Source: an optimization exercise on an open RTL-to-GDS flow (aim: small area, a short achievable clock period and few clock cycles). Production flows keep margins and buffers that such runs may drop. At most, simulation tests tie the RTL to the original design; equivalence was not proved. No functional check of the RTL was part of run 2. No activity file was given, so power comes from the tool's default toggle rates.

## flow/design.v (module list and top-level ports; edited modules follow where they fit)
// module MUX: 20 lines
// module Adder: 6 lines
// module Shift_LeftTwice: 5 lines
// module Sign_Extend: 5 lines
// module ProgramCounter: 17 lines
// module Register_File: 27 lines
// module Mul_CSA: 806 lines
// module Mul_CSA2: 246 lines
// module Main_Decoder: 86 lines
// module ALU_Decoder: 44 lines
// module Control_Unit: 27 lines
// module Data_Path: 92 lines
// module Mips_Top: 161 lines
module Mips_Top (
  input     wire              CLK,
  input     wire              RST,
  output    wire    [31:0]    PC,
  input     wire    [31:0]    Instr,
  output    wire    [31:0]    DataAddr,
  output    wire    [31:0]    WriteData,
  output    wire              MemWrite,
  input     wire    [31:0]    ReadData);
  // ...
==> flow/run.sh <==
#!/bin/bash
# synth_recipe.tcl (not shown) runs the flow's synth.tcl, then flattens the netlist and writes it again
# the make line also repeats each setting of config.mk as NAME=value (left out here)
make -C /OpenROAD-flow-scripts/flow DESIGN_CONFIG=/design/flow/config.mk WORK_HOME=/design/flow/orfs CLKGATE_MAP_FILE= SYNTH_SCRIPT=/design/flow/synth_recipe.tcl finish
==> flow/config.mk <==
export PLATFORM = sky130hd
export DESIGN_NAME = Mips_Top
export DESIGN_NICKNAME = Mips_Top
export VERILOG_FILES = /design/flow/design.v
export SDC_FILE = /design/flow/constraint.sdc
export NUM_CORES = 8
export LEC_CHECK = 0
export CAP_MARGIN = 20
export CORE_MARGIN = 2
export CORE_UTILIZATION = 40
export SLEW_MARGIN = 20
==> flow/constraint.sdc <==
create_clock -name core_clock -period 24.0 [get_ports {CLK}]
set_input_delay 4.8000 -clock core_clock [delete_from_list [all_inputs] [get_ports {CLK}]]
set_output_delay 4.8000 -clock core_clock [all_outputs]
set_load 0.01 [all_outputs]
==> notes.md, run 1 <==
Run status - timing/DRC/antenna clean
Top layer in use - met4
Worst-Skew Late Latency - 830 ps
R2r endpoint - m_alu[26]
Worst path slowest cell - buf_4
Reg clk slew, reported paths - 60 ps
Power per cell area - 64.0 mW/mm²
GR Util met1 - 34.8%
YS warnings - 3
Non-clk bufs - 308
Ratio of cells with drive above 1 in the final layout - 21.9%
Worst setup SP type - primary input
Tightest Pin Transition - 1150 ps
Number of enable flip-flop cells after synthesis - 1024
Post-synthesis simple-gate area fraction - 5.94%
Residual DRC count - 0
WL/cell - 32.2 µm
Max IR drop VDD - 0.0000637 V
Synth Area in XOR/XNOR - 2.37%
Final WL - 270 mm
Final setup fails - 0
GRT Util Overall - 27.0%
Worst Skew - 43.8 ps
# diodes - 15
Power in sequential cells - 2.69 mW
Data arrival time of the worst path - 8920 ps
Clock Power - 2.54 mW
Clock buffer depth - 3
Post-Place Cells - 8084
Layer with the highest usage - met2
Seq. cell area - 0.0386 mm²
Core area - 0.195 mm²
H-tree Lvls - 4
Avg Inst Size Synth - 14.4 µm²
Post-cts sizing count - 0
Final Hold Viols - 0
RSZ-0062 raised after global routing - false
Largest register FFs - 1024
Clkbuf count - 196
Hold wc startpoint - e_lw
Hold endpoint - m_lw
Critical path's top delay family - buffers and inverters
Worst path depth - 7
Mapped Area - 0.0788 mm²
CTS root buffer - clkbuf_16
Testbench counts, summed over its fixed seeds: cycles 36,835.
==> module Register_File, before the edit <==
module Register_File #( parameter ADDR_Nbits =5 , parameter DEPTH = 100  ) (
  input    wire    [ADDR_Nbits-1:0]          RegisterFile_A1,
  input    wire    [ADDR_Nbits-1:0]          RegisterFile_A2,
  input    wire    [ADDR_Nbits-1:0]          RegisterFile_A3,
  input    wire    [2**(ADDR_Nbits)-1:0]     RegisterFile_WD3,
  input    wire                              RegisterFile_WE3,
  input    wire                              RegisterFile_CLK,
  input    wire                              RegisterFile_RST,
  output   wire    [2**(ADDR_Nbits)-1:0]     RegisterFile_RD1,
  output   wire    [2**(ADDR_Nbits)-1:0]     RegisterFile_RD2);
  reg    [2**(ADDR_Nbits)-1:0]    Rmem    [DEPTH-1:0];
  integer                       i;
  always@(posedge RegisterFile_CLK or negedge RegisterFile_RST)
  begin
    if(!RegisterFile_RST)
      begin
        for(i=0;i<DEPTH;i=i+1)
        begin
          Rmem[i] <= 'b0;
        end
      end
    else if(RegisterFile_WE3)
      Rmem[RegisterFile_A3] <= RegisterFile_WD3;
  end
  assign RegisterFile_RD1 = Rmem[RegisterFile_A1];
  assign RegisterFile_RD2 = Rmem[RegisterFile_A2];
endmodule
==> module Mips_Top, before the edit <==
module Mips_Top (
  input     wire              CLK,
  input     wire              RST,
  output    wire    [31:0]    PC,
  input     wire    [31:0]    Instr,
  output    wire    [31:0]    DataAddr,
  output    wire    [31:0]    WriteData,
  output    wire              MemWrite,
  input     wire    [31:0]    ReadData);
  localparam [5:0] OP_R    = 6'b000000;
  localparam [5:0] OP_ADDI = 6'b001000;
  localparam [5:0] OP_LW   = 6'b100011;
  localparam [5:0] OP_SW   = 6'b101011;
  localparam [5:0] OP_BEQ  = 6'b000100;
  localparam [5:0] OP_J    = 6'b000010;
  localparam [2:0] ALU_ADD = 3'd0;
  localparam [2:0] ALU_SUB = 3'd1;
  localparam [2:0] ALU_AND = 3'd2;
  localparam [2:0] ALU_OR  = 3'd3;
  localparam [2:0] ALU_SLT = 3'd4;
  localparam [2:0] ALU_MUL = 3'd5;
  reg  [31:0] pc_q;
  reg         e_valid;
  reg         e_we, e_lw, e_sw, e_beq, e_mul, e_imm;
  reg  [2:0]  e_op;
  reg  [4:0]  e_dst;
  reg  [15:0] e_immv;
  reg  [29:0] e_pc;
  reg  [31:0] e_A, e_B;
  reg         e_av, e_bv;
  reg         e_fam, e_faw, e_fbm, e_fbw;    
  reg         m_valid;
  reg         m_we, m_lw, m_mul;
  reg  [4:0]  m_dst;
  reg  [31:0] m_alu, m_c;
  reg  [12:0] m_ah, m_bh;
  reg  [31:0] da_q, wd_q;
  reg         mw_q;
  reg         w_valid;
  reg  [4:0]  w_dst;
  reg  [31:0] w_data;
  reg  [31:0] rf [0:31];
  reg  [31:0] rfv;
  wire [5:0]  f_op  = Instr[31:26];
  wire [4:0]  f_rs  = Instr[25:21];
  wire [4:0]  f_rt  = Instr[20:16];
  wire [4:0]  f_rd  = Instr[15:11];
  wire [5:0]  f_fn  = Instr[5:0];
  wire f_isr    = (f_op == OP_R);
  wire f_isaddi = (f_op == OP_ADDI);
  wire f_islw   = (f_op == OP_LW);
  wire f_issw   = (f_op == OP_SW);
  wire f_isbeq  = (f_op == OP_BEQ);
  wire f_isj    = (f_op == OP_J);
  wire f_use_rs = f_isr | f_isaddi | f_islw | f_issw | f_isbeq;
  wire f_use_rt = f_isr | f_issw | f_isbeq;
  reg  [2:0] f_aluop;
  always @(*) begin
    f_aluop = ALU_ADD;
    if (f_isr) begin
      case (f_fn)
        6'b100010: f_aluop = ALU_SUB;
        6'b100100: f_aluop = ALU_AND;
        6'b100101: f_aluop = ALU_OR;
        6'b101010: f_aluop = ALU_SLT;
        6'b011100: f_aluop = ALU_MUL;
        default:   f_aluop = ALU_ADD;
      endcase
    end
  end
  wire e_late  = e_valid & (e_lw | e_mul);
  wire f_stall = e_late & ((f_use_rs & (f_rs == e_dst)) | (f_use_rt & (f_rt == e_dst)));
  wire [31:0] e_Ar = e_av ? e_A : 32'd0;
  wire [31:0] e_Br = e_bv ? e_B : 32'd0;
  wire [31:0] srcA = e_fam ? m_alu : e_faw ? w_data : e_Ar;
  wire [31:0] rtv  = e_fbm ? m_alu : e_fbw ? w_data : e_Br;
  wire [31:0] sext = {{16{e_immv[15]}}, e_immv};
  wire [31:0] srcB = e_imm ? sext : rtv;
  wire        is_sub = (e_op == ALU_SUB) | (e_op == ALU_SLT);
  wire [32:0] sum    = {1'b0, srcA} + {1'b0, is_sub ? ~srcB : srcB} + {32'd0, is_sub};
  wire        ltu    = ~sum[32];
  wire [31:0] mul_s, mul_c;
  Mul_CSA U_Mul_CSA (.A(srcA), .B(rtv[18:0]), .S(mul_s), .C(mul_c));
  reg  [31:0] alu;
  always @(*) begin
    case (e_op)
      ALU_AND: alu = srcA & srcB;
      ALU_OR:  alu = srcA | srcB;
      ALU_SLT: alu = {31'd0, ltu};
      ALU_MUL: alu = mul_s;
      default: alu = sum[31:0];
    endcase
  end
  wire        e_taken = e_valid & e_beq & (srcA == rtv);
  wire [29:0] e_tgt   = e_pc + {{14{e_immv[15]}}, e_immv} + 30'd1;
  wire [31:0] mul_s2, mul_c2;
  Mul_CSA2 U_Mul_CSA2 (.S(m_alu), .C(m_c), .A(m_ah), .B(m_bh), .S2(mul_s2), .C2(mul_c2));
  wire [31:0] mulres = mul_s2 + mul_c2;
  wire [31:0] m_res  = m_lw ? ReadData : (m_mul ? mulres : m_alu);
  wire        m_wen  = m_valid & m_we;
  assign PC        = pc_q;
  assign DataAddr  = da_q;
  assign WriteData = wd_q;
  assign MemWrite  = mw_q;
  wire [31:0] pc4  = pc_q + 32'd4;
  wire [31:0] pc_n = e_taken ? {e_tgt, 2'b00} :
                     f_stall ? pc_q :
                     f_isj   ? {pc4[31:28], Instr[25:0], 2'b00} : pc4;
  always @(posedge CLK or negedge RST) begin
    if (!RST) pc_q <= 32'd0;
    else      pc_q <= pc_n;
  end
  always @(posedge CLK or negedge RST) begin
    if (!RST) begin
      e_valid <= 1'b0;
      m_valid <= 1'b0;
      w_valid <= 1'b0;
      mw_q    <= 1'b0;
      rfv     <= 32'd0;
    end else begin
      e_valid <= ~e_taken & ~f_stall & f_use_rs;
      m_valid <= e_valid;
      w_valid <= m_wen;
      mw_q    <= e_valid & e_sw;
      if (m_wen) rfv[m_dst] <= 1'b1;
    end
  end
  always @(posedge CLK) begin
    e_we   <= f_isr | f_isaddi | f_islw;
    e_lw   <= f_islw;
    e_sw   <= f_issw;
    e_beq  <= f_isbeq;
    e_mul  <= f_isr & (f_fn == 6'b011100);
    e_imm  <= f_isaddi | f_islw | f_issw;
    e_op   <= f_aluop;
    e_dst  <= f_isr ? f_rd : f_rt;
    e_immv <= Instr[15:0];
    e_pc   <= pc_q[31:2];
    e_A    <= rf[f_rs];
    e_B    <= rf[f_rt];
    e_av   <= rfv[f_rs];
    e_bv   <= rfv[f_rt];
    e_fam  <= e_valid & e_we & ~e_lw & ~e_mul & (f_rs == e_dst);
    e_fbm  <= e_valid & e_we & ~e_lw & ~e_mul & (f_rt == e_dst);
    e_faw  <= m_wen & (f_rs == m_dst);
    e_fbw  <= m_wen & (f_rt == m_dst);
    m_we   <= e_we;
    m_lw   <= e_lw;
    m_mul  <= e_mul;
    m_dst  <= e_dst;
    m_alu  <= alu;
    m_c    <= mul_c;
    m_ah   <= srcA[12:0];
    m_bh   <= rtv[31:19];
    da_q   <= sum[31:0];
    wd_q   <= rtv;
    w_dst  <= m_dst;
    w_data <= m_res;
    if (m_wen) rf[m_dst] <= m_res;
  end
endmodule
==> run 2: changes to the inputs <==
--- a/flow/design.v
+++ b/flow/design.v
@@ -1,80 +1,43 @@
-module MUX #(parameter WIDTH = 32) (
-  input    wire    [WIDTH-1:0]    MUX_IN1,
-  input    wire    [WIDTH-1:0]    MUX_IN2,
-  input    wire                   MUX_SelectionBit,
-  output   reg     [WIDTH-1:0]    MUX_OUT);
-  always@(*)
-  begin
-    case(MUX_SelectionBit)
-      1'b0    : begin
-                 MUX_OUT = MUX_IN1;
-                end
-      1'b1    : begin
-                 MUX_OUT = MUX_IN2;
-                end
-      default : begin
-                 MUX_OUT = MUX_IN1;
-                end
-    endcase
-  end
-endmodule
-module Adder #( parameter WIDTH = 32) (
-  input    wire    [WIDTH-1:0]    Adder_IN1,
-  input    wire    [WIDTH-1:0]    Adder_IN2,
-  output   wire    [WIDTH-1:0]    Adder_OUT);
-  assign Adder_OUT = Adder_IN1 + Adder_IN2;
-endmodule
-module Shift_LeftTwice #(parameter WIDTH =25)(
-  input      wire     [WIDTH-1:0]                           SLT_in,
-  output     wire     [((WIDTH+2)>32?32:(WIDTH+2))-1:0]     SLT_out);
-  assign SLT_out = SLT_in<<2;
-endmodule
-module Sign_Extend (
-  input      wire     [15:0]     SignExtend_in,
-  output     wire     [31:0]     SignExtend_out);
-  assign SignExtend_out = { {16{SignExtend_in[15]}} , SignExtend_in };
-endmodule
-module ProgramCounter (
-  input    wire    [31:0]    PC_IN,
-  input    wire              PC_RST,
-  input    wire              PC_CLK,
-  output   reg     [31:0]    PC_OUT);
-  always@(posedge PC_CLK or negedge PC_RST)
-  begin
-    if(!PC_RST)
-      begin
-        PC_OUT <= 32'b0 ;
-      end
-    else
-      begin
-        PC_OUT <= PC_IN ;
-      end
+module Register_File (
+  input  wire        CLK,
+  input  wire        RST,
+  input  wire [4:0]  RA1,
+  input  wire [4:0]  RA2,
+  input  wire        WE,
+  input  wire [4:0]  WA,
+  input  wire [31:0] WD,
+  output wire [31:0] RD1,
+  output wire [31:0] RD2,
+  output wire        V1,
+  output wire        V2);
+  reg  [31:0] rf [0:31];
+  reg  [31:0] rfv;
+  wire [31:0] wsel;
+  wire [31:0] sel1, sel2;
+  reg  [31:0] rd1, rd2;
+  integer k;
+  genvar i;
+  generate for (i = 0; i < 32; i = i + 1) begin : g_r
+    assign wsel[i] = WE & (WA == i);
+    assign sel1[i] = (RA1 == i);
+    assign sel2[i] = (RA2 == i);
+    always @(posedge CLK)
+      rf[i] <= (rf[i] & ~{32{wsel[i]}}) | (WD & {32{wsel[i]}});
+  end endgenerate
+  always @(posedge CLK or negedge RST) begin
+    if (!RST) rfv <= 32'd0;
+    else      rfv <= rfv | wsel;
   end
-endmodule
-module Register_File #( parameter ADDR_Nbits =5 , parameter DEPTH = 100  ) (
-  input    wire    [ADDR_Nbits-1:0]          RegisterFile_A1,
-  input    wire    [ADDR_Nbits-1:0]          RegisterFile_A2,
-  input    wire    [ADDR_Nbits-1:0]          RegisterFile_A3,
-  input    wire    [2**(ADDR_Nbits)-1:0]     RegisterFile_WD3,
-  input    wire                              RegisterFile_WE3,
-  input    wire                              RegisterFile_CLK,
-  input    wire                              RegisterFile_RST,
-  output   wire    [2**(ADDR_Nbits)-1:0]     RegisterFile_RD1,
-  output   wire    [2**(ADDR_Nbits)-1:0]     RegisterFile_RD2);
-  reg    [2**(ADDR_Nbits)-1:0]    Rmem    [DEPTH-1:0];
-  integer                       i;
-  always@(posedge RegisterFile_CLK or negedge RegisterFile_RST)
-  begin
-    if(!RegisterFile_RST)
-      begin
-        for(i=0;i<DEPTH;i=i+1)
-        begin
-          Rmem[i] <= 'b0;
-        end
-      end
-    else if(RegisterFile_WE3)
-      Rmem[RegisterFile_A3] <= RegisterFile_WD3;
+  always @(*) begin
+    rd1 = 32'd0;
+    rd2 = 32'd0;
+    for (k = 0; k < 32; k = k + 1) begin
+      rd1 = rd1 | (rf[k] & {32{sel1[k]}});
+      rd2 = rd2 | (rf[k] & {32{sel2[k]}});
+    end
   end
-  assign RegisterFile_RD1 = Rmem[RegisterFile_A1];
-  assign RegisterFile_RD2 = Rmem[RegisterFile_A2];
+  assign RD1 = rd1;
+  assign RD2 = rd2;
+  assign V1  = |(rfv & sel1);
+  assign V2  = |(rfv & sel2);
 endmodule
@@ -1132,251 +1095,2 @@
 endmodule
-module Main_Decoder (
-  input     wire     [5:0]     MainDecoder_Opcode,
-  output    reg                MainDecoder_MemtoReg,
-  output    reg                MainDecoder_MemWrite,
-  output    reg                MainDecoder_Branch,
-  output    reg                MainDecoder_ALUSrc,
-  output    reg                MainDecoder_RegDst,
-  output    reg                MainDecoder_RegWrite,
-  output    reg                MainDecoder_Jump,
-  output    reg      [1:0]     MainDecoder_ALUOp);
-  always@(*)
-  begin
-    case(MainDecoder_Opcode)
-      6'b100011 : begin 
-                  MainDecoder_MemtoReg = 1'b1;
-                  MainDecoder_MemWrite = 1'b0;
-                  MainDecoder_Branch   = 1'b0;
-                  MainDecoder_ALUSrc   = 1'b1;
-                  MainDecoder_RegDst   = 1'b0;
-                  MainDecoder_RegWrite = 1'b1;
-                  MainDecoder_Jump     = 1'b0;
-                  MainDecoder_ALUOp    = 2'b00;
-                  end
-      6'b101011 : begin 
-                  MainDecoder_MemtoReg = 1'b1;
-                  MainDecoder_MemWrite = 1'b1;
-                  MainDecoder_Branch   = 1'b0;
-                  MainDecoder_ALUSrc   = 1'b1;
-                  MainDecoder_RegDst   = 1'b0;
-                  MainDecoder_RegWrite = 1'b0;
-                  MainDecoder_Jump     = 1'b0;
-                  MainDecoder_ALUOp    = 2'b00;
-                  end
-      6'b000000 : begin 
-                  MainDecoder_MemtoReg = 1'b0;
-                  MainDecoder_MemWrite = 1'b0;
-                  MainDecoder_Branch   = 1'b0;
-                  MainDecoder_ALUSrc   = 1'b0;
-                  MainDecoder_RegDst   = 1'b1;
-                  MainDecoder_RegWrite = 1'b1;
-                  MainDecoder_Jump     = 1'b0;
-                  MainDecoder_ALUOp    = 2'b10;
-                  end
-      6'b001000 : begin 
-                  MainDecoder_MemtoReg = 1'b0;
-                  MainDecoder_MemWrite = 1'b0;
-                  MainDecoder_Branch   = 1'b0;
-                  MainDecoder_ALUSrc   = 1'b1;
-                  MainDecoder_RegDst   = 1'b0;
-                  MainDecoder_RegWrite = 1'b1;
-                  MainDecoder_Jump     = 1'b0;
-                  MainDecoder_ALUOp    = 2'b00;
-                  end
-      6'b000100 : begin 
-                  MainDecoder_MemtoReg = 1'b0;
-                  MainDecoder_MemWrite = 1'b0;
-                  MainDecoder_Branch   = 1'b1;
-                  MainDecoder_ALUSrc   = 1'b0;
-                  MainDecoder_RegDst   = 1'b0;
-                  MainDecoder_RegWrite = 1'b0;
-                  MainDecoder_Jump     = 1'b0;
-                  MainDecoder_ALUOp    = 2'b01;
-                  end
-      6'b000010 : begin 
-                  MainDecoder_MemtoReg = 1'b0;
-                  MainDecoder_MemWrite = 1'b0;
-                  MainDecoder_Branch   = 1'b0;
-                  MainDecoder_ALUSrc   = 1'b0;
-                  MainDecoder_RegDst   = 1'b0;
-                  MainDecoder_RegWrite = 1'b0;
-                  MainDecoder_Jump     = 1'b1;
-                  MainDecoder_ALUOp    = 2'b00;
-                  end
-      default   : begin
-                  MainDecoder_MemtoReg = 1'b0;
-                  MainDecoder_MemWrite = 1'b0;
-                  MainDecoder_Branch   = 1'b0;
-                  MainDecoder_ALUSrc   = 1'b0;
-                  MainDecoder_RegDst   = 1'b0;
-                  MainDecoder_RegWrite = 1'b0;
-                  MainDecoder_Jump     = 1'b0;
-                  MainDecoder_ALUOp    = 2'b00;
-                  end
-    endcase
-  end
-endmodule
-module ALU_Decoder (
-  input     wire     [1:0]     Decoder_ALUOp,
-  input     wire     [5:0]     Decoder_Funct,
-  output    reg      [2:0]     Decoder_Control);
-  always@(*)
-  begin
-    case(Decoder_ALUOp)
-      2'b00            : begin
-                          Decoder_Control = 3'b010;
-                         end
-      2'b01            : begin
-                          Decoder_Control = 3'b100;
-                         end
-      2'b10            : begin
-                          case(Decoder_Funct)
-                            6'b100000 : begin
-                                         Decoder_Control = 3'b010;
-                                        end
-                            6'b100010 : begin
-                                         Decoder_Control = 3'b100;
-                                        end
-                            6'b100100 : begin
-                                         Decoder_Control = 3'b000;
-                                        end
-                            6'b100101 : begin
-                                         Decoder_Control = 3'b001;
-                                        end
-                            6'b101010 : begin
-                                         Decoder_Control = 3'b110;
-                                        end
-                            6'b011100 : begin
-                                         Decoder_Control = 3'b101;
-                                        end
-                            default   : begin
-                                         Decoder_Control = 3'b010;
-                                        end
-                          endcase
-                         end
-      default          : begin
-                          Decoder_Control = 3'b010;
-                         end
-    endcase
-  end
-endmodule
-module Control_Unit (
-  input     wire     [5:0]      ControlUnit_Opcode,
-  input     wire     [5:0]      ControlUnit_Funct,
-  output    wire                ControlUnit_MemtoReg,
-  output    wire                ControlUnit_MemWrite,
-  output    wire                ControlUnit_Branch,
-  output    wire                ControlUnit_ALUSrc,
-  output    wire                ControlUnit_RegDst,
-  output    wire                ControlUnit_RegWrite,
-  output    wire                ControlUnit_Jump,
-  output    wire     [2:0]      ControlUnit_ALUControl);
-  wire    [1:0]    ALUOp;
-  Main_Decoder U_Main_Decoder (
-  .MainDecoder_Opcode(ControlUnit_Opcode),
-  .MainDecoder_MemtoReg(ControlUnit_MemtoReg),
-  .MainDecoder_MemWrite(ControlUnit_MemWrite),
-  .MainDecoder_Branch(ControlUnit_Branch),
-  .MainDecoder_ALUSrc(ControlUnit_ALUSrc),
-  .MainDecoder_RegDst(ControlUnit_RegDst),
-  .MainDecoder_RegWrite(ControlUnit_RegWrite),
-  .MainDecoder_Jump(ControlUnit_Jump),
-  .MainDecoder_ALUOp(ALUOp));
-  ALU_Decoder U_ALU_Decoder (
-  .Decoder_ALUOp(ALUOp),
-  .Decoder_Funct(ControlUnit_Funct),
-  .Decoder_Control(ControlUnit_ALUControl));
-endmodule
-module Data_Path (
-  input    wire    [31:0]    DataPath_Instr,
-  input    wire    [31:0]    DataPath_ReadData,
-  input    wire    [2:0]     DataPath_ALUControl,
-  input    wire              DataPath_MemtoReg,
-  input    wire              DataPath_MemWrite,
-  input    wire              DataPath_PCSrc,
-  input    wire              DataPath_ALUSrc,
-  input    wire              DataPath_RegDst,
-  input    wire              DataPath_RegWrite,
-  input    wire              DataPath_Jump,
-  input    wire              DataPath_CLK,
-  input    wire              DataPath_RST,
-  output   wire    [31:0]    DataPath_ALUOUT,
-  output   wire    [31:0]    DataPath_WriteData,
-  output   wire              DataPath_Zero,
-  output   wire    [31:0]    DataPath_PC);
-  wire    [31:0]    srca;
-  wire    [31:0]    srcb;
-  wire    [31:0]    SignImm;
-  wire    [31:0]    RESULT;
-  wire    [31:0]    PCDASH;
-  wire    [31:0]    PCDASH2;
-  wire    [31:0]    PCPLUS4;
-  wire    [31:0]    PCBRANCH;
-  wire    [31:0]    SignImmSLT;
-  wire    [27:0]    InstrSLT;
-  wire    [4:0]     WriteReg;
-  Register_File #(.ADDR_Nbits(5) , .DEPTH(32)) U0_Register_File ( 
-  .RegisterFile_A1(DataPath_Instr[25:21]),
-  .RegisterFile_A2(DataPath_Instr[20:16]),
-  .RegisterFile_A3(WriteReg),
-  .RegisterFile_WD3(RESULT),
-  .RegisterFile_WE3(DataPath_RegWrite),
-  .RegisterFile_CLK(DataPath_CLK),
-  .RegisterFile_RST(DataPath_RST),
-  .RegisterFile_RD1(srca),
-  .RegisterFile_RD2(DataPath_WriteData));
-  Sign_Extend U0_Sign_Extend (
-  .SignExtend_in(DataPath_Instr[15:0]),
-  .SignExtend_out(SignImm));
-  ALU #(.WIDTH(32)) U0_ALU (
-  .ALU_srca(srca),
-  .ALU_srcb(srcb),
-  .Control(DataPath_ALUControl),
-  .ALU_out(DataPath_ALUOUT),
-  .ALU_Zero(DataPath_Zero));
-  ProgramCounter U0_ProgramCounter (
-  .PC_IN(PCDASH),
-  .PC_RST(DataPath_RST),
-  .PC_CLK(DataPath_CLK),
-  .PC_OUT(DataPath_PC));
-  Adder #(.WIDTH(32)) U0_ADDER (
-  .Adder_IN1(DataPath_PC),
-  .Adder_IN2(32'd4),
-  .Adder_OUT(PCPLUS4));
-  Adder #(.WIDTH(32)) U1_ADDER (
-  .Adder_IN1(SignImmSLT),
-  .Adder_IN2(PCPLUS4),
-  .Adder_OUT(PCBRANCH));
-  MUX #(.WIDTH(32)) U0_MUX ( 
-  .MUX_IN1(DataPath_WriteData),
-  .MUX_IN2(SignImm),
-  .MUX_SelectionBit(DataPath_ALUSrc),
-  .MUX_OUT(srcb));
-  MUX #(.WIDTH(5)) U1_MUX ( 
-  .MUX_IN1(DataPath_Instr[20:16]),
-  .MUX_IN2(DataPath_Instr[15:11]),
-  .MUX_SelectionBit(DataPath_RegDst),
-  .MUX_OUT(WriteReg));
-  MUX #(.WIDTH(32)) U2_MUX ( 
-  .MUX_IN1(DataPath_ALUOUT),
-  .MUX_IN2(DataPath_ReadData),
-  .MUX_SelectionBit(DataPath_MemtoReg),
-  .MUX_OUT(RESULT));
-  MUX #(.WIDTH(32)) U3_MUX ( 
-  .MUX_IN1(PCPLUS4),
-  .MUX_IN2(PCBRANCH),
-  .MUX_SelectionBit(DataPath_PCSrc),
-  .MUX_OUT(PCDASH2));
-  MUX #(.WIDTH(32)) U4_MUX ( 
-  .MUX_IN1(PCDASH2),
-  .MUX_IN2({ PCPLUS4[31:28] , InstrSLT }),
-  .MUX_SelectionBit(DataPath_Jump),
-  .MUX_OUT(PCDASH));
-  Shift_LeftTwice #(.WIDTH(32)) U0_Shift_LeftTwice (
-  .SLT_in(SignImm),
-  .SLT_out(SignImmSLT));
-  Shift_LeftTwice #(.WIDTH(26)) U1_Shift_LeftTwice (
-  .SLT_in(DataPath_Instr[25:0]),
-  .SLT_out(InstrSLT));
-endmodule
 module Mips_Top (
@@ -1408,3 +1122,2 @@
   reg  [15:0] e_immv;
-  reg  [29:0] e_pc;
   reg  [31:0] e_A, e_B;
@@ -1422,4 +1135,9 @@
   reg  [31:0] w_data;
-  reg  [31:0] rf [0:31];
-  reg  [31:0] rfv;
+  wire [31:0] rf_rd1, rf_rd2;
+  wire        rf_v1, rf_v2;
+  Register_File U_Register_File (
+    .CLK(CLK), .RST(RST),
+    .RA1(Instr[25:21]), .RA2(Instr[20:16]),
+    .WE(m_wen), .WA(m_dst), .WD(m_res),
+    .RD1(rf_rd1), .RD2(rf_rd2), .V1(rf_v1), .V2(rf_v2));
   wire [5:0]  f_op  = Instr[31:26];
@@ -1475,3 +1193,3 @@
   wire        e_taken = e_valid & e_beq & (srcA == rtv);
-  wire [29:0] e_tgt   = e_pc + {{14{e_immv[15]}}, e_immv} + 30'd1;
+  wire [29:0] e_tgt   = pc_q[31:2] + {{14{e_immv[15]}}, e_immv};
   wire [31:0] mul_s2, mul_c2;
@@ -1499,3 +1217,2 @@
       mw_q    <= 1'b0;
-      rfv     <= 32'd0;
     end else begin
@@ -1505,3 +1222,2 @@
       mw_q    <= e_valid & e_sw;
-      if (m_wen) rfv[m_dst] <= 1'b1;
     end
@@ -1518,7 +1234,6 @@
     e_immv <= Instr[15:0];
-    e_pc   <= pc_q[31:2];
-    e_A    <= rf[f_rs];
-    e_B    <= rf[f_rt];
-    e_av   <= rfv[f_rs];
-    e_bv   <= rfv[f_rt];
+    e_A    <= rf_rd1;
+    e_B    <= rf_rd2;
+    e_av   <= rf_v1;
+    e_bv   <= rf_v2;
     e_fam  <= e_valid & e_we & ~e_lw & ~e_mul & (f_rs == e_dst);
@@ -1539,3 +1254,2 @@
     w_data <= m_res;
-    if (m_wen) rf[m_dst] <= m_res;
   end
==> flow/flow/run.sh (new file) <==
#!/bin/bash
# The standard ORFS layout, with repair_timing asked for setup slack
# margin: the design is laid out and signed off at the design's clock and
# constraints, and the repair steps aim at a shorter achieved period.
set -euo pipefail
bash standard.sh SETUP_SLACK_MARGIN=17.7 finish > standard.log 2>&1
==> flow/standard.sh (new file) <==
#!/bin/bash
# synth_recipe.tcl (not shown) runs the flow's synth.tcl, then flattens the netlist and writes it again
# the make line also repeats each setting of config.mk as NAME=value (left out here)
make -C /OpenROAD-flow-scripts/flow DESIGN_CONFIG=/design/flow/config.mk WORK_HOME=/design/flow/orfs CLKGATE_MAP_FILE= SYNTH_SCRIPT=/design/flow/synth_recipe.tcl "${@:-finish}"
removed: flow/run.sh
==> run 2 against run 1 <==
- core utilization is 1.7 points higher
- die area is 6.3% lower
- clock power is 4% lower
- clock-buffer cell count is 7 lower
- critical endpoint is now e_A[26]
- cell area is 2.9% lower
- non-clock buffer count is 137 higher
- largest power group unchanged
- synthesized area is 6.3% lower
- flip-flop and latch count is 30 lower
==> notes.md, run 2 <==
Run status - timing/DRC/antenna clean (unchanged)
Max IR drop VDD - 0.0000570 V (was 0.0000637 V)
Post-synth top flop - edfxtp_1 (unchanged)
Hold Path Class - register to register (unchanged)
YS warnings - 5 (was 3)
Ratio of cells with drive above 1 in the final layout - 15.7% (was 21.9%)
CP Capture Type - register (unchanged)
Max_cap viols - 0 (unchanged)
Register bit count reported by yosys - 1369 (was 1399)
Core area - 0.183 mm² (was 0.195 mm²)
Mapped Area - 0.0738 mm² (was 0.0788 mm²)
Final setup fails - 0 (unchanged)
Non-Filler Instances - 9153 (was 8387)
Initial antenna violation count - 17 (was 9)
Power per cell area - 63.8 mW/mm² (was 64.0 mW/mm²)
Reg clk slew, reported paths - 60 ps (about the same)
Number of global-route vias before repair - 60300 (was 51400)
Vias per cell - 6.80 (was 6.09)
DRT antenna net count - 0 (unchanged)
Post-synth top area cell - edfxtp_1 (unchanged)
Most frequent cells in the layout - edfxtp_1 (1024), a22oi_1 (633), inv_1 (544), nor2_1 (470), fa_1 (409) (was edfxtp_1 (1024), mux4_2 (660), inv_1 (433), fa_1 (408), nor2_1 (403))
Die span in x - 433 µm (was 448 µm)
CTS root buffer - clkbuf_16 (unchanged)
Commonest non-fill, non-tap cell in the layout - edfxtp_1 (unchanged)
NetSw - 1.38 mW (was 1.36 mW)
Top layer in use - met5 (was met4)
Worst-Skew Late Latency - 860 ps (was 830 ps)
Area Overhead vs Synth - 17.8% (was 13.7%)
Asr flop ratio synth - 4.75% (was 4.65%)
Met2 routed WL - 147 mm (was 126 mm)
Final period utilization - 26.5% (was 34.2%)
# fillers - 16400 (was 17200)
Slew Viols, Final - 0 (unchanged)
CTS tree - done (unchanged)
Die area - 0.188 mm² (was 0.200 mm²)
Overflow after GRT - 0 (unchanged)
Wire length on met3 - 52.2 mm (was 23.9 mm)
Post-Place Cells - 8782 (was 8084)
Global-route wire length before repair - 483 mm (was 383 mm)
CTS buffer count - 150 (was 153)
GRT Util Overall - 37.1% (was 27.0%)
CP Max Fanout - 24 (was 65)
Die H - 433 µm (was 448 µm)
Clock power share - 44.2% (was 44.4%)
Worst Skew - 52.9 ps (was 43.8 ps)
Setup_tns - 0 ps (unchanged)
Largest register FFs - 1024 (unchanged)
Worst setup SP type - primary input (unchanged)
Gate power share - 8.9% (was 8.7%)
Total power - 5.54 mW (was 5.73 mW)
Yosys cell types - 97 (was 100)
H-tree Lvls - 4 (unchanged)
Tightest Pin Transition - 1230 ps (was 1150 ps)
Residual DRC count - 0 (unchanged)
Final WL - 354 mm (was 270 mm)
WL/cell - 38.7 µm (was 32.2 µm)
Num Clock Sinks - 1369 (was 1399)
Seq/Total Area, Yosys - 51.5% (was 49.0%)
Cell Rows - 157 (was 162)
Clock buffer depth - 3 (unchanged)
Crit-path max cell delay - 530 ps (was 900 ps)
Drt initial violations - 11100 (was 6228)
Data arrival time of the worst path - 7150 ps (was 8920 ps)
Post-route cell area - 0.0869 mm² (was 0.0895 mm²)
Pint - 4.16 mW (was 4.37 mW)
Number of enable flip-flop cells after synthesis - 1024 (unchanged)
Final RePlAce weighted congestion - 0.984 (was 1.01)
Sequential power share - 46.9% (about the same)
Port Buffers - 160 (unchanged)
Slew margin rel. - 18.2% (was 22.7%)
Avg Inst Size Synth - 11.6 µm² (was 14.4 µm²)
CP required - 24790 ps (was 24710 ps)
Nets@finish - 7168 (was 6231)
Fmax - 0.157 GHz (was 0.122 GHz)
Min Tclk post-route - 6360 ps (was 8210 ps)
Largest Register - U_Register_File.rf (was rf)
Met1 WL - 120 mm (was 101 mm)
Post-synth top cells - edfxtp_1 (1024), a22oi_1 (726), nor2_1 (560), inv_1 (549), fa_1 (409) (was edfxtp_1 (1024), mux4_2 (660), nor2_1 (435), inv_1 (433), fa_1 (408))
Setup CP Type - primary input to register (unchanged)
Placed inst area - 0.0807 mm² (was 0.0839 mm²)
Pre-Repair DR Iteration Count - 10 (was 5)
RSZ-0062 raised after global routing - true (was false)
# IOs - 163 (unchanged)
Synth top area cells - edfxtp_1 (42%), fa_1 (11%), dfxtp_1 (7.6%), a22oi_1 (7.4%), nor2_1 (2.8%) (was edfxtp_1 (39%), mux4_2 (19%), fa_1 (10%), dfxtp_1 (7.9%), ha_1 (2.2%))
Net Sw Frac - 25.0% (was 23.7%)
Detailed-route via count - 62200 (was 51100)
Synth top area share - 41.7% (was 39.0%)
Worst path cell trace - clkbuf_4, or3_4, nor2_4, buf_6, a22o_1, a221oi_1, nand4_1, or3_1 (was buf_8, buf_4, buf_4, buf_4, mux4_2, mux4_2, mux2_2)
Initial core utilization - 40.3% (about the same)
Most frequent cell after synthesis - edfxtp_1 (unchanged)
Worst path slowest cell - nor2_4 (was buf_4)
Static Leak - 33.1 nW (was 32.9 nW)
Post-DP HPWL - 203 mm (was 170 mm)
Final Hold Viols - 0 (unchanged)
Pin count of the biggest net entering global routing - 66 (was 135)
Syn Inst Count - 6336 (was 5479)
run 2: worst paths after layout:
check	startpoint	endpoint	slack, ps	cells after the start
min	e_we	m_we	360	0
min reg2reg	e_we	m_we	360	0
max in group asynchronous	RST	pc_q[25]	19110	2
max	Instr[24]	e_A[26]	17640	8
max reg2reg	e_faw	m_alu[28]	17640	18
min in group asynchronous	RST	pc_q[6]	4170	2
run 2: area by class of cell:
type / instances / area [µm²] / area share [%]
Multi-Input combinational cell: 4034 / 34500 / 39.7
Clock inverter: 87 / 1090 / 1.26
Inverter: 557 / 2120 / 2.44
Antenna cell: 8 / 20.0 / 0.0230
Timing Repair Buffer: 445 / 4000 / 4.60
Sequential cell: 1369 / 38100 / 43.8
Clock buffer: 189 / 4060 / 4.67
Tap cell: 2464 / 3080 / 3.55
run 2: cells by family after synthesis:
group	after synthesis	synth area share [%]
multiplexers	34	0.473
AO/OA/AOI/OAI	1722	17.2
AND/OR/NAND/NOR	1509	9.92
adder cells (fa/ha/maj)	558	13.6
other	1	0.00508
flip-flops	1369	51.5
XOR/XNOR	209	2.48
buffers and inverters	934	4.88
run 2: metal layers:
metal | global-route usage (%) | up-vias
li1 | - | 24000
met1 | 44.9 | 30600
met2 | 53.9 | 5722
met3 | 13.7 | 1828
met4 | 27.6 | 14
met5 | 0.963 | -
run 2: repair_timing:
| action | in CTS | in global routing |
|---|---|---|
| resized for setup | 327 | 55 |
| endpoints found under the setup margin | 228 | 148 |
| buffers inserted | 76 | 11 |
| hold buffers | 0 | 0 |
| pin swaps | 18 | 4 |
run 2: metrics by stage:
step                      hold slack, ps  setup WS, ps  util [%]
after floorplan                      332         17240         -
after global placement               346         15810      44.0
after detailed placement             345         15750      44.1
after CTS                            356         17680      47.4
after global routing                 364         17560      47.5
final                                358         17640      47.5
run 2: critical path: cells and delay by family:
kind	cells	cell delay, ps
AO/OA/AOI/OAI	2	280
buffers and inverters	2	720
AND/OR/NAND/NOR	4	1290
run 2: power groups by stage:
stage | Clock, mW | Sequential (mW) | Combinational, mW
2_1_floorplan | 0 | 2.65 | 0.267
3_3_place_gp | 0 | 2.66 | 0.423
3_5_place_dp | 0 | 2.66 | 0.427
4_1_cts | 2.45 | 2.60 | 0.478
5_1_grt | 2.54 | 2.60 | 0.524
6_report | 2.45 | 2.60 | 0.496
==> run 3: changes to the inputs <==
--- a/flow/design.v
+++ b/flow/design.v
@@ -1153,4 +1153,6 @@
   wire f_isj    = (f_op == OP_J);
-  wire f_use_rs = f_isr | f_isaddi | f_islw | f_issw | f_isbeq;
-  wire f_use_rt = f_isr | f_issw | f_isbeq;
+  wire f_isbu   = f_isbeq & (f_rs == f_rt);
+  wire f_isbc   = f_isbeq & ~(f_rs == f_rt);
+  wire f_use_rs = f_isr | f_isaddi | f_islw | f_issw | f_isbc;
+  wire f_use_rt = f_isr | f_issw | f_isbc;
   reg  [2:0] f_aluop;
@@ -1203,6 +1205,8 @@
   assign MemWrite  = mw_q;
-  wire [31:0] pc4  = pc_q + 32'd4;
-  wire [31:0] pc_n = e_taken ? {e_tgt, 2'b00} :
-                     f_stall ? pc_q :
-                     f_isj   ? {pc4[31:28], Instr[25:0], 2'b00} : pc4;
+  wire [31:0] pc4   = pc_q + 32'd4;
+  wire [29:0] f_btg = pc4[31:2] + {{14{Instr[15]}}, Instr[15:0]};
+  wire [31:0] pc_n  = e_taken ? {e_tgt, 2'b00} :
+                      f_stall ? pc_q :
+                      f_isj   ? {pc4[31:28], Instr[25:0], 2'b00} :
+                      f_isbu  ? {f_btg, 2'b00} : pc4;
   always @(posedge CLK or negedge RST) begin
@@ -1228,3 +1232,3 @@
     e_sw   <= f_issw;
-    e_beq  <= f_isbeq;
+    e_beq  <= f_isbc;
     e_mul  <= f_isr & (f_fn == 6'b011100);
==> run 3 against run 2 <==
- core utilization rose by 0.63 points
- sequential power barely moved
- flip-flop and latch count did not move
- die area rose by 1.9%
- hold slack got worse by 0.72 ps
- critical path depth rose by 6
- clock-buffer cell count fell by 8
- critical endpoint is now pc_q[28]
- largest power group unchanged
- highest routed layer unchanged
==> notes.md, run 3 <==
Run status - timing/DRC/antenna clean (unchanged)
Final Hold Viols - 0 (unchanged)
Most frequent cell after synthesis - edfxtp_1 (unchanged)
CTS buffer count - 148 (was 150)
CP bufs+invs - 1 (was 2)
Post-synth top flop - edfxtp_1 (unchanged)
Die span in x - 438 µm (was 433 µm)
Pre-Repair DR Iteration Count - 10 (unchanged)
Setup CP Type - primary input to register (unchanged)
Fmax - 0.149 GHz (was 0.157 GHz)
Seq/Total Area, Yosys - 50.5% (was 51.5%)
Pint - 4.22 mW (was 4.16 mW)
Worst path slowest cell - fa_2 (was nor2_4)
# IOs - 163 (unchanged)
Synth top area cells - edfxtp_1 (41%), fa_1 (11%), a22oi_1 (7.6%), dfxtp_1 (7.5%), nor2_1 (2.9%) (was edfxtp_1 (42%), fa_1 (11%), dfxtp_1 (7.6%), a22oi_1 (7.4%), nor2_1 (2.8%))
Max_cap viols - 0 (unchanged)
Reg clk slew, reported paths - 70 ps (was 60 ps)
Post-route cell area - 0.0901 mm² (was 0.0869 mm²)
Post-DP HPWL - 207 mm (was 203 mm)
Largest Register - U_Register_File.rf (unchanged)
Number of enable flip-flop cells after synthesis - 1024 (unchanged)
Mapped Area - 0.0752 mm² (was 0.0738 mm²)
Placed inst area - 0.0823 mm² (was 0.0807 mm²)
Residual DRC count - 0 (unchanged)
Worst setup path endpoint - pc_q[28] (was e_A[26])
Worst path depth - 14 (was 8)
Setup_tns - 0 ps (unchanged)
Avg Inst Size Synth - 11.5 µm² (was 11.6 µm²)
YS warnings - 5 (unchanged)
Crit-path max cell delay - 340 ps (was 530 ps)
Post-synth top cells - edfxtp_1 (1024), a22oi_1 (761), nor2_1 (585), inv_1 (562), fa_1 (410) (was edfxtp_1 (1024), a22oi_1 (726), nor2_1 (560), inv_1 (549), fa_1 (409))
Met3 global-route usage - 14.7% (was 13.7%)
RR Startpoint - e_bv (was e_faw)
Most frequent cells in the layout - edfxtp_1 (1024), a22oi_1 (659), inv_1 (554), nor2_1 (492), fa_1 (409) (was edfxtp_1 (1024), a22oi_1 (633), inv_1 (544), nor2_1 (470), fa_1 (409))
Final period utilization - 28.1% (was 26.5%)
Area Overhead vs Synth - 19.8% (was 17.8%)
Syn Inst Count - 6554 (was 6336)
Power per cell area - 63.9 mW/mm² (was 63.8 mW/mm²)
Min Tclk post-route - 6730 ps (was 6360 ps)
Static Leak - 34.3 nW (was 33.1 nW)
Register bit count reported by yosys - 1369 (unchanged)
Core area - 0.187 mm² (was 0.183 mm²)
Drt initial violations - 10800 (was 11100)
GRT Util Overall - 37.1% (about the same)
Final WL - 363 mm (was 354 mm)
NetSw - 1.53 mW (was 1.38 mW)
Slew margin rel. - 17.0% (was 18.2%)
Data arrival time of the worst path - 7410 ps (was 7150 ps)
Initial antenna violation count - 19 (was 17)
Asr flop ratio synth - 4.75% (unchanged)
Largest register FFs - 1024 (unchanged)
Detailed-route via count - 64900 (was 62200)
Met2 Track Usage GR - 53.7% (was 53.9%)
Port Buffers - 160 (unchanged)
Die H - 438 µm (was 433 µm)
Die area - 0.191 mm² (was 0.188 mm²)
Vias per cell - 6.84 (was 6.80)
Gate power share - 13.1% (was 8.9%)
Yosys cell types - 94 (was 97)
Worst Skew - 68.6 ps (was 52.9 ps)
Nets@finish - 7505 (was 7168)
Synth top area share - 40.9% (was 41.7%)
Global-route wire length before repair - 497 mm (was 483 mm)
Setup ws final - 17270 ps (was 17640 ps)
Initial core utilization - 40.2% (was 40.3%)
CP required - 24680 ps (was 24790 ps)
CP Max Fanout - 3 (was 24)
H-tree Lvls - 4 (unchanged)
Num Clock Sinks - 1369 (unchanged)
Sequential power share - 45.1% (was 46.9%)
GR Util met1 - 44.2% (was 44.9%)
DRT antenna net count - 0 (unchanged)
Clock buffer depth - 3 (unchanged)
Final RePlAce weighted congestion - 0.993 (was 0.984)
Tightest Pin Transition - 1240 ps (was 1230 ps)
Ratio of cells with drive above 1 in the final layout - 18.3% (was 15.7%)
CTS root buffer - clkbuf_16 (unchanged)
Final setup fails - 0 (unchanged)
Post-synth top area cell - edfxtp_1 (unchanged)
FF-to-FF path depth - 18 (unchanged)
Slew Viols, Final - 0 (unchanged)
Max IR drop VDD - 0.0000851 V (was 0.0000570 V)
Worst setup SP type - primary input (unchanged)
Critical path's top delay family - compound AO/OA/AOI/OAI gates (was simple AND/OR/NAND/NOR gates)
CTS tree - done (unchanged)
Number of global-route vias before repair - 63200 (was 60300)
RSZ-0062 raised after global routing - true (unchanged)
# fillers - 16500 (was 16400)
Worst-Skew Late Latency - 850 ps (was 860 ps)
Worst path cell trace - buf_12, ha_4, fa_2, a21oi_2, nor2b_1, a311o_1, a31oi_4, o21ai_2, a41o_1, a21o_1, a211o_1, a311o_1, nand3_1, o21ai_1 (was clkbuf_4, or3_4, nor2_4, buf_6, a22o_1, a221oi_1, nand4_1, or3_1)
Clock power share - 41.7% (was 44.2%)
Pin count of the biggest net entering global routing - 66 (unchanged)
R2R setup slack - 17770 ps (was 17640 ps)
Hold wc startpoint - e_lw (was e_we)
CP Launch Point - Instr[0] (was Instr[24])
Cell mode on critical path - a311o_1
Overflow after GRT - 0 (unchanged)
CP Capture Type - register (unchanged)
R2r endpoint - m_alu[24] (was m_alu[28])
Hold Path Class - register to register (unchanged)
Cell Rows - 159 (was 157)
WL/cell - 38.3 µm (was 38.7 µm)
Layer with the highest usage - met2 (unchanged)
Setup WS pre-CTS - 15470 ps (was 15750 ps)
Net Sw Frac - 26.7% (was 25.0%)
Hold_buf cts - 0 (unchanged)
Commonest non-fill, non-tap cell in the layout - edfxtp_1 (unchanged)
run 3: layout make-up:
class                           count  area [µm²]  share of cell area, %
Sequential cell                  1369       38100                   42.3
Multi-Input combinational cell   4237       36700                   40.7
Timing Repair Buffer              537        4910                   5.45
Clock buffer                      181        3970                   4.41
Tap cell                         2495        3120                   3.47
Inverter                          571        2180                   2.42
Clock inverter                     93        1120                   1.24
Antenna cell                        8        20.0                 0.0222
run 3: per-layer routing:
layer | wire length [µm] | part of all wire [%]
met4 | 37000 | 10
met2 | 149000 | 41
met3 | 56100 | 15
met1 | 121000 | 33
met5 | 207 | 0.057
run 3: power by group through the flow:
stage          logic [mW]  clock network, mW  registers, mW
2_1_floorplan       0.385                  0           2.64
3_3_place_gp        0.562                  0           2.66
3_5_place_dp        0.564                  0           2.66
4_1_cts             0.693               2.39           2.59
5_1_grt             0.799               2.49           2.60
6_report            0.756               2.40           2.60
run 3: cell families after synthesis:
family | count (synthesis) | share of synthesized area [%]
AOI/OAI and AO/OA | 1807 | 17.5
muxes | 32 | 0.434
and+or+nand+nor | 1555 | 9.89
adders and majority gates | 585 | 13.8
other | 1 | 0.00499
DFF | 1369 | 50.5
xor gates and xnor gates | 255 | 2.97
buffers and inverters | 950 | 4.83
run 3: how the worst min path moves through the flow:
stage | endpoint | slack [ps] | cells after the start
2_1_floorplan | m_mul | 330 | 0
3_3_place_gp | m_lw | 340 | 0
3_5_place_dp | m_lw | 350 | 0
4_1_cts | m_lw | 360 | 0
5_1_grt | m_lw | 370 | 0
6_report | m_lw | 360 | 0
run 3: per-stage QoR:
step                hold WS (ps)  utilization [%]  total power, mW  instances
CTS                          362             47.8             5.68       9449
floorplan                    331                -             3.03       6555
global placement             337             43.9             3.23       9024
detailed placement           352             44.0             3.23       9024
finish                       358             48.1             5.75       9491
global route                 366             48.1             5.88       9483
run 3: what timing repair did:
item,CTS,global route
resized for setup,561,108
buffers inserted,142,32
pin swaps,71,41
setup endpoints to repair,196,93
cloned,9,1
run 3: worst reg2reg max path: stages, from the launching register on:
cell	delay, ps
dfxtp_1	520
nor2b_4	210
buf_4	340
a22oi_1	140
o21a_1	190
buf_4	200
clkinvlp_4	270
buf_4	330
nand2_1	130
fa_1	450
fa_1	520
inv_1	60
fa_1	510
inv_1	60
fa_1	410
fa_1	500
fa_1	450
or3_1	430
a32oi_1	390
Testbench counts of run 3, summed over its fixed seeds: cycles 35,865.
==> run 4: changes to the inputs <==
--- a/flow/design.v
+++ b/flow/design.v
@@ -1153,4 +1153,5 @@
   wire f_isj    = (f_op == OP_J);
-  wire f_isbu   = f_isbeq & (f_rs == f_rt);
-  wire f_isbc   = f_isbeq & ~(f_rs == f_rt);
+  wire [5:0] f_blo = {1'b0, pc_q[6:2]} + 6'd1 + {1'b0, Instr[4:0]};
+  wire f_isbu   = f_isbeq & (f_rs == f_rt) & (Instr[15:5] == 11'd0) & ~f_blo[5];
+  wire f_isbc   = f_isbeq & ~f_isbu;
   wire f_use_rs = f_isr | f_isaddi | f_islw | f_issw | f_isbc;
@@ -1172,3 +1173,4 @@
   wire e_late  = e_valid & (e_lw | e_mul);
-  wire f_stall = e_late & ((f_use_rs & (f_rs == e_dst)) | (f_use_rt & (f_rt == e_dst)));
+  wire f_may_rt = (f_op[5] & f_op[3]) | (~f_op[5] & ~f_op[3] & ~f_op[1]);
+  wire f_stall  = e_late & ((f_rs == e_dst) | (f_may_rt & (f_rt == e_dst)));
   wire [31:0] e_Ar = e_av ? e_A : 32'd0;
@@ -1206,7 +1208,13 @@
   wire [31:0] pc4   = pc_q + 32'd4;
-  wire [29:0] f_btg = pc4[31:2] + {{14{Instr[15]}}, Instr[15:0]};
-  wire [31:0] pc_n  = e_taken ? {e_tgt, 2'b00} :
-                      f_stall ? pc_q :
-                      f_isj   ? {pc4[31:28], Instr[25:0], 2'b00} :
-                      f_isbu  ? {f_btg, 2'b00} : pc4;
+  wire [29:0] f_btg   = {pc4[31:7], f_blo[4:0]};
+  wire        s_e  = e_taken;
+  wire        s_h  = ~e_taken & f_stall;
+  wire        s_j  = ~e_taken & ~f_stall & f_isj;
+  wire        s_b  = ~e_taken & ~f_stall & f_isbu;
+  wire        s_s  = ~e_taken & ~f_stall & ~f_isj & ~f_isbu;
+  wire [31:0] pc_n = ({32{s_e}} & {e_tgt, 2'b00}) |
+                     ({32{s_h}} & pc_q) |
+                     ({32{s_j}} & {pc4[31:28], Instr[25:0], 2'b00}) |
+                     ({32{s_b}} & {f_btg, 2'b00}) |
+                     ({32{s_s}} & pc4);
   always @(posedge CLK or negedge RST) begin
--- a/flow/config.mk
+++ b/flow/config.mk
@@ -10,2 +10,4 @@
 export CORE_UTILIZATION = 40
+export CTS_CLUSTER_DIAMETER = 100
+export CTS_CLUSTER_SIZE = 25
 export SLEW_MARGIN = 20
==> run 4 against run 3 <==
- largest power group unchanged
- global-route usage decreased by 0.71 points
- flip-flop and latch count is 2 higher
- clock power decreased by about 40%
- still clean on timing, DRC and antenna
- first-iteration DRC count increased by 11%
- die area decreased by 1.6%
- worst setup slack gained 360 ps
- routed wire length down 3.7%
==> notes.md, run 4 <==
Final Hold Viols - 0 (unchanged)
Nets@finish - 7175 (was 7505)
Final setup fails - 0 (unchanged)
CTS buffer count - 70 (was 148)
Final RePlAce weighted congestion - 1.01 (was 0.993)
Synth Area in XOR/XNOR - 2.53% (was 2.97%)
GRT Util Overall - 36.4% (was 37.1%)
Syn Inst Count - 6383 (was 6554)
Detailed-route via count - 63200 (was 64900)
Setup CP Type - primary input to register (unchanged)
Max IR drop VDD - 0.0000537 V (was 0.0000851 V)
Area occupied by multi-input gates - 0.0341 mm² (was 0.0367 mm²)
Largest family of logic cells by synthesized area - compound AO/OA/AOI/OAI gates (unchanged)
Seq/Total Area, Yosys - 51.4% (was 50.5%)
Hold_buf cts - 0 (unchanged)
Setup_tns - 0 ps (unchanged)
Vias per cell - 6.95 (was 6.84)
Die H - 434 µm (was 438 µm)
Post-Place Cells - 8831 (was 9024)
Power per cell area - 53.0 mW/mm² (was 63.9 mW/mm²)
Number of global-route vias before repair - 59800 (was 63200)
DRT antenna net count - 0 (unchanged)
Reg clk slew, reported paths - 100 ps (was 70 ps)
Max_cap viols - 0 (unchanged)
CTS tree - done (unchanged)
Mapped Area - 0.0740 mm² (was 0.0752 mm²)
Asr flop ratio synth - 4.89% (was 4.75%)
Residual DRC count - 0 (unchanged)
Core area - 0.183 mm² (was 0.187 mm²)
Area Overhead vs Synth - 13.8% (was 19.8%)
Pre-Repair DR Iteration Count - 11 (was 10)
Mux share of post-synthesis cell area - 0.558% (was 0.434%)
Adder-Cell Fraction of Synth Area - 13.6% (was 13.8%)
Pint - 3.30 mW (was 4.22 mW)
Sequential power share - 58.2% (was 45.1%)
NetSw - 1.17 mW (was 1.53 mW)
Most frequent cell after synthesis - edfxtp_1 (unchanged)
Num Clock Sinks - 1371 (was 1369)
# fillers - 16700 (was 16500)
Post-DP HPWL - 201 mm (was 207 mm)
Cell Rows - 157 (was 159)
Synth Area in Compound Gates - 17.2% (was 17.5%)
H-tree Lvls - 3 (was 4)
RSZ-0062 raised after global routing - true (unchanged)
FF-to-FF path depth - 19 (was 18)
Static Leak - 31.9 nW (was 34.3 nW)
Slew margin rel. - 19.6% (was 17.0%)
Port Buffers - 162 (was 160)
Pin count of the biggest net entering global routing - 68 (was 66)
Data arrival time of the worst path - 7030 ps (was 7410 ps)
Gate power share - 9.6% (was 13.1%)
Drt initial violations - 12000 (was 10800)
Initial core utilization - 40.3% (was 40.2%)
Die span in x - 434 µm (was 438 µm)
Commonest non-fill, non-tap cell in the layout - edfxtp_1 (unchanged)
Final period utilization - 26.6% (was 28.1%)
Run status - timing/DRC/antenna clean (unchanged)
Clock power share - 32.2% (was 41.7%)
Synth top area cells - edfxtp_1 (42%), fa_1 (11%), dfxtp_1 (7.6%), a22oi_1 (7.1%), inv_1 (2.8%) (was edfxtp_1 (41%), fa_1 (11%), a22oi_1 (7.6%), dfxtp_1 (7.5%), nor2_1 (2.9%))
Slew Viols, Final - 0 (unchanged)
Clock buffer depth - 3 (unchanged)
Post-synthesis simple-gate area fraction - 9.84% (was 9.89%)
Fmax - 0.157 GHz (was 0.149 GHz)
Die area - 0.188 mm² (was 0.191 mm²)
Tightest Pin Transition - 1210 ps (was 1240 ps)
Worst-Skew Late Latency - 770 ps (was 850 ps)
Min Tclk post-route - 6380 ps (was 6730 ps)
Number of enable flip-flop cells after synthesis - 1024 (unchanged)
Net Sw Frac - 26.1% (was 26.7%)
YS warnings - 5 (unchanged)
Post-synth top cells - edfxtp_1 (1024), a22oi_1 (698), inv_1 (560), nor2_1 (543), fa_1 (410) (was edfxtp_1 (1024), a22oi_1 (761), nor2_1 (585), inv_1 (562), fa_1 (410))
CTS root buffer - clkbuf_16 (unchanged)
Overflow after GRT - 0 (unchanged)
Setup WS pre-CTS - 15800 ps (was 15470 ps)
Worst setup SP type - primary input (unchanged)
Avg Inst Size Synth - 11.6 µm² (was 11.5 µm²)
Most frequent cells in the layout - edfxtp_1 (1024), a22oi_1 (661), inv_1 (552), nor2_1 (452), fa_1 (410) (was edfxtp_1 (1024), a22oi_1 (659), inv_1 (554), nor2_1 (492), fa_1 (409))
Worst hold path depth - 0 (unchanged)
Post-synth top area cell - edfxtp_1 (unchanged)
Setup ws final - 17620 ps (was 17270 ps)
WL/cell - 38.5 µm (was 38.3 µm)
# IOs - 163 (unchanged)
Initial antenna violation count - 29 (was 19)
Ratio of cells with drive above 1 in the final layout - 12.9% (was 18.3%)
Non-Filler Instances - 9095 (was 9491)
Global-route wire length before repair - 476 mm (was 497 mm)
Synth top area share - 41.6% (was 40.9%)
CP Max Fanout - 33 (was 3)
Hold Path Class - register to register (unchanged)
CP Capture Type - register (unchanged)
Final WL - 350 mm (was 363 mm)
CP required - 24650 ps (was 24680 ps)
Worst Skew - 58.3 ps (was 68.6 ps)
Yosys cell types - 86 (was 94)
Register bit count reported by yosys - 1371 (was 1369)
Final core utilization - 45.9% (was 48.1%)
Post-synth top flop - edfxtp_1 (unchanged)
Seq. cell area - 0.0381 mm² (about the same)
==> run 4: changes by cell type after synthesis, moves of 17 or more <==
cell / delta
a21o_1: -18
a21oi_1: -20
a221oi_1: +20
a22o_1: +22
a22oi_1: -63
ha_1: -24
nand3_1: -17
nor2_1: -42
o21ai_0: +17
xnor2_1: -50
==> run 4: per-layer routing <==
layer  global-route usage (%)  up-vias  share of wire [%]  wire length [µm]
met5                        0        -              0.083               292
met3                     14.4     1807                 16             56100
met4                     24.4       24                8.8             30800
met2                     51.6     6195                 40            142000
li1                         -    24000                  -                 -
met1                     45.5    31200                 35            121000
==> run 4: final timing paths <==
| path | start | end | slack [ps] |
|---|---|---|---|
| max in group asynchronous | RST | pc_q[14] | 19070 |
| hold / removal | e_mul | m_mul | 370 |
| setup reg to reg | e_faw | m_alu[19] | 17780 |
| min in group asynchronous | RST | U_Register_File.rfv[8] | 4170 |
| hold reg to reg | e_mul | m_mul | 370 |
| setup / recovery | Instr[21] | e_A[6] | 17620 |
==> run 4: power by group through the flow <==
stage,clock (mW),sequential (mW),combinational [mW]
floorplan,0,2.64,0.214
global placement,0,2.67,0.350
detailed placement,0,2.67,0.355
CTS,1.43,2.59,0.404
global route,1.52,2.60,0.452
finish,1.44,2.60,0.427
==> run 4: final cells by class <==
type | instances | share of cell area [%]
Timing Repair Buffer | 478 | 5.22
Antenna cell | 18 | 0.0535
Multi-Input combinational cell | 4068 | 40.6
Inverter | 569 | 2.57
Clock inverter | 22 | 0.398
Clock buffer | 105 | 2.26
Tap cell | 2464 | 3.66
Sequential cell | 1371 | 45.3
==> run 4: kinds of logic (layout without fill, tap and decap cells) <==
logic type | Yosys count | count (layout)
mux | 40 | 40
other cells | 0 | 18
compound gates | 1737 | 1738
simple gates | 1518 | 1518
fa+ha+maj | 558 | 558
xor+xnor | 214 | 214
flops | 1371 | 1371
buf+inv | 945 | 1174
==> run 4: timing repair <==
| item | CTS | global route |
|---|---|---|
| buffers inserted | 88 | 27 |
| pin swaps | 19 | 14 |
| setup endpoints to repair | 204 | 118 |
| resized for setup | 346 | 83 |
| gates cloned | 2 | 1 |
| hold endpoints to repair | 0 | 0 |
==> run 4: metrics by stage <==
stage / total power, mW / instance area [µm²] / hold slack [ps]
final: 4.46 / 84200 / 368
after global routing: 4.56 / 84200 / 377
after CTS: 4.42 / 83600 / 370
after detailed placement: 3.02 / 80300 / 354
after global placement: 3.02 / 80300 / 348
after floorplan: 2.85 / 75600 / 332
==> run 4: worst max-delay path: stages <==
cell	delay, ps
buf_4	180
nand2b_4	290
nor2_4	60
buf_6	320
a22o_1	350
a221oi_1	320
nand3_1	130
or4_1	520
Testbench counts of run 4, summed over its fixed seeds: cycles 35,985.
==> run 5: changes to the inputs <==
--- a/flow/config.mk
+++ b/flow/config.mk
@@ -9,3 +9,3 @@
 export CORE_MARGIN = 2
-export CORE_UTILIZATION = 40
+export CORE_UTILIZATION = 55
 export CTS_CLUSTER_DIAMETER = 100
==> run 5 against run 4 <==
- register-to-register slack lost 100 ps
- critical path depth is the same
- clock power hardly changed
- largest cell class unchanged
- largest power group unchanged
==> notes.md, run 5 <==
Hold endpoint - m_lw (was m_mul)
Residual DRC count - 0 (unchanged)
Min Tclk post-route - 6420 ps (was 6380 ps)
Post-Place Cells - 8126 (was 8831)
WL/cell - 40.0 µm (was 38.5 µm)
Worst Skew - 35.7 ps (was 58.3 ps)
Final core utilization - 62.3% (was 45.9%)
Fmax - 0.156 GHz (was 0.157 GHz)
Number of enable flip-flop cells after synthesis - 1024 (unchanged)
# IOs - 163 (unchanged)
Slew margin rel. - 16.8% (was 19.6%)
Setup_tns - 0 ps (unchanged)
Initial core utilization - 55.4% (was 40.3%)
Synth top area share - 41.6% (unchanged)
Die H - 371 µm (was 434 µm)
Number of global-route vias before repair - 59300 (was 59800)
Worst path slowest cell - buf_4 (was or4_1)
Final RePlAce weighted congestion - 0.997 (was 1.01)
Worst-Skew Late Latency - 740 ps (was 770 ps)
GRT Util Overall - 48.2% (was 36.4%)
CTS tree - done (unchanged)
CP required - 24680 ps (was 24650 ps)
Most frequent cell after synthesis - edfxtp_1 (unchanged)
Die area - 0.137 mm² (was 0.188 mm²)
Port Buffers - 162 (unchanged)
Nets@finish - 7152 (was 7175)
Hold_buf cts - 0 (unchanged)
Pre-Repair DR Iteration Count - 11 (unchanged)
Max_cap viols - 0 (unchanged)
Drt initial violations - 12000 (about the same)
Hold_ws - 372 ps (was 368 ps)
Ratio of cells with drive above 1 in the final layout - 12.4% (was 12.9%)
Asr flop ratio synth - 4.89% (unchanged)
R2r endpoint - m_alu[22] (was m_alu[19])
Post-synth top cells - edfxtp_1 (1024), a22oi_1 (698), inv_1 (560), nor2_1 (543), fa_1 (410) (unchanged)
Clock buffer depth - 3 (unchanged)
Power per cell area - 53.1 mW/mm² (was 53.0 mW/mm²)
Data arrival time of the worst path - 7100 ps (was 7030 ps)
Overflow after GRT - 0 (unchanged)
YS warnings - 5 (unchanged)
Post-synth top flop - edfxtp_1 (unchanged)
Most frequent cells in the layout - edfxtp_1 (1024), a22oi_1 (662), inv_1 (551), nor2_1 (451), fa_1 (410) (was edfxtp_1 (1024), a22oi_1 (661), inv_1 (552), nor2_1 (452), fa_1 (410))
Area occupied by multi-input gates - 0.0341 mm² (about the same)
Crit-path max cell delay - 670 ps (was 520 ps)
Pin count of the biggest net entering global routing - 68 (unchanged)
CP Capture Type - register (unchanged)
Num Clock Sinks - 1371 (unchanged)
Register bit count reported by yosys - 1371 (unchanged)
CP Max Fanout - 23 (was 33)
DRT antenna net count - 0 (unchanged)
Total power - 4.42 mW (was 4.46 mW)
Yosys cell types - 86 (unchanged)
Final setup fails - 0 (unchanged)
Post-DP HPWL - 189 mm (was 201 mm)
Core area - 0.133 mm² (was 0.183 mm²)
Die span in x - 371 µm (was 434 µm)
Final Hold Viols - 0 (unchanged)
Seq. cell area - 0.0381 mm² (about the same)
Avg Inst Size Synth - 11.6 µm² (unchanged)
FF-to-FF path depth - 18 (was 19)
Synth top area cells - edfxtp_1 (42%), fa_1 (11%), dfxtp_1 (7.6%), a22oi_1 (7.1%), inv_1 (2.8%) (unchanged)
Static Leak - 31.8 nW (was 31.9 nW)
Hold Path Class - register to register (unchanged)
Mapped Area - 0.0740 mm² (unchanged)
# fillers - 10800 (was 16700)
CTS root buffer - clkbuf_16 (unchanged)
Initial antenna violation count - 20 (was 29)
CTS buffer count - 69 (was 70)
H-tree Lvls - 3 (unchanged)
Slew Viols, Final - 0 (unchanged)
Max IR drop VDD - 0.0000700 V (was 0.0000537 V)
R2R setup slack - 17680 ps (was 17780 ps)
Detailed-route via count - 62400 (was 63200)
Non-Filler Instances - 8364 (was 9095)
RSZ-0062 raised after global routing - true (unchanged)
Reg clk slew, reported paths - 100 ps (about the same)
Final period utilization - 26.8% (was 26.6%)
Cell Rows - 134 (was 157)
Seq/Total Area, Yosys - 51.4% (unchanged)
Run status - timing/DRC/antenna clean (unchanged)
Syn Inst Count - 6383 (unchanged)
Worst hold path depth - 0 (unchanged)
Vias per cell - 7.46 (was 6.95)
Setup CP Type - primary input to register (unchanged)
Final WL - 335 mm (was 350 mm)
Tightest Pin Transition - 1250 ps (was 1210 ps)
Commonest non-fill, non-tap cell in the layout - edfxtp_1 (unchanged)
Post-synth top area cell - edfxtp_1 (unchanged)
Hold wc startpoint - e_lw (was e_mul)
Global-route wire length before repair - 460 mm (was 476 mm)
Worst path cell trace - clkbuf_4, nand3_4, nor2_4, buf_4, a22o_1, a221oi_1, nand4_1, or3_1 (was buf_4, nand2b_4, nor2_4, buf_6, a22o_1, a221oi_1, nand3_1, or4_1)
RR Startpoint - e_bv (was e_faw)
Worst setup SP type - primary input (unchanged)
Area Overhead vs Synth - 12.4% (was 13.8%)
[run 5: cell types whose count changed in the layout (fill, tap and decap cells not counted), moves of 5 or more]
cell             change
clkdlybuf4s15_1     -19
clkbuf_1             +5
buf_8               +12
diode_2             -14
dlygate4sd2_1       +18
clkinv_8             -5
buf_4               -23
buf_6               -14
[run 5: logic make-up after synthesis]
kind of cell             share of synthesized area [%]
AO/OA/AOI/OAI                                     17.2
XOR/XNOR                                          2.53
adder cells (fa/ha/maj)                           13.6
buffers and inverters                             4.85
flip-flops                                        51.4
multiplexers                                     0.558
AND/OR/NAND/NOR                                   9.84
[run 5: critical path, delay by kind of cell]
kind | cells | cell delay (ps)
simple gates | 4 | 1060
compound gates | 2 | 270
buf+inv | 2 | 920
[run 5: repair_timing]
| item | CTS | global route |
|---|---|---|
| gates cloned | 2 | 3 |
| pin swaps | 15 | 6 |
| setup buffers | 78 | 23 |
| gates resized for setup | 317 | 110 |
| setup endpoints to repair | 211 | 89 |
[run 5: how the worst max path moves through the flow]
stage | slack (ps) | start | to | cells after the start
global route | 17640 | Instr[27] | pc_q[31] | 12
finish | 17580 | Instr[24] | e_A[10] | 8
detailed placement | 15690 | Instr[16] | e_B[29] | 8
CTS | 17700 | Instr[24] | e_A[10] | 8
floorplan | 17390 | Instr[16] | pc_q[31] | 10
global placement | 15840 | Instr[18] | e_B[8] | 8
[run 5: area by class of cell]
| class | count | share of cell area [%] |
|---|---|---|
| clock buffer | 109 | 2.28 |
| inverter | 569 | 2.61 |
| tap | 1768 | 2.66 |
| antenna | 4 | 0.0120 |
| timing repair buffer | 455 | 5.17 |
| sequential | 1371 | 45.9 |
| multi-input combinational | 4069 | 41.1 |
| clock inverter | 19 | 0.324 |
[run 5: metal layers]
| metal | vias up | track usage (%) | routed length (µm) |
|---|---|---|---|
| met5 | - | 0.874 | 489 |
| met2 | 6222 | 68.8 | 137000 |
| li1 | 23900 | - | - |
| met1 | 30200 | 61.6 | 113000 |
| met4 | 24 | 30.6 | 30700 |
| met3 | 1939 | 18.4 | 54300 |
[run 5: stage by stage]
stage | setup slack [ps] | cell area, µm²
after floorplan | 17390 | 75600
after global placement | 15840 | 79300
after detailed placement | 15690 | 79300
after CTS | 17700 | 82500
after global routing | 17640 | 83100
final | 17580 | 83100
[run 5: power by group]
group          switching [mW]  total (mW)  internal, mW
Sequential             0.0319        2.58          2.55
Clock                   0.822        1.41         0.585
Combinational           0.269       0.425         0.157

==> port drivers added, routing unchanged <==
How much do the figures lean on ideal ports? The routed layouts below were timed once more, with nothing changed but the port constraints.
Step 1 (the two cells are an assumption about what drives the block):
set clk [get_ports {CLK}]
set_driving_cell -lib_cell sky130_fd_sc_hd__clkbuf_16 $clk
set_driving_cell -lib_cell sky130_fd_sc_hd__buf_2 [delete_from_list [all_inputs] $clk]
Step 2 also shifts input and output timing later by t, the mid clock arrival at the registers, as if the neighbouring blocks saw the same clock.
Three values: ideal ports, drivers, drivers and shift; two values: the first two.
run	t, ns	slack for setup (ns)	worst setup path after step 2
run 1	0.901	15.794 / 15.819 / 14.918	input to register
run 2	0.907	17.638 / 17.627 / 16.779	input to register
run 3	0.901	17.266 / 17.300 / 16.399	input to register
run 4	0.815	17.621 / 17.643 / 16.834	input to register
run 5	0.803	17.575 / 17.628 / 16.825	input to register
After both steps setup and hold are still met in every run listed. The setup slack of run 1, which loses most, moves by +0.025 ns with the drivers and by -0.876 ns with both steps.
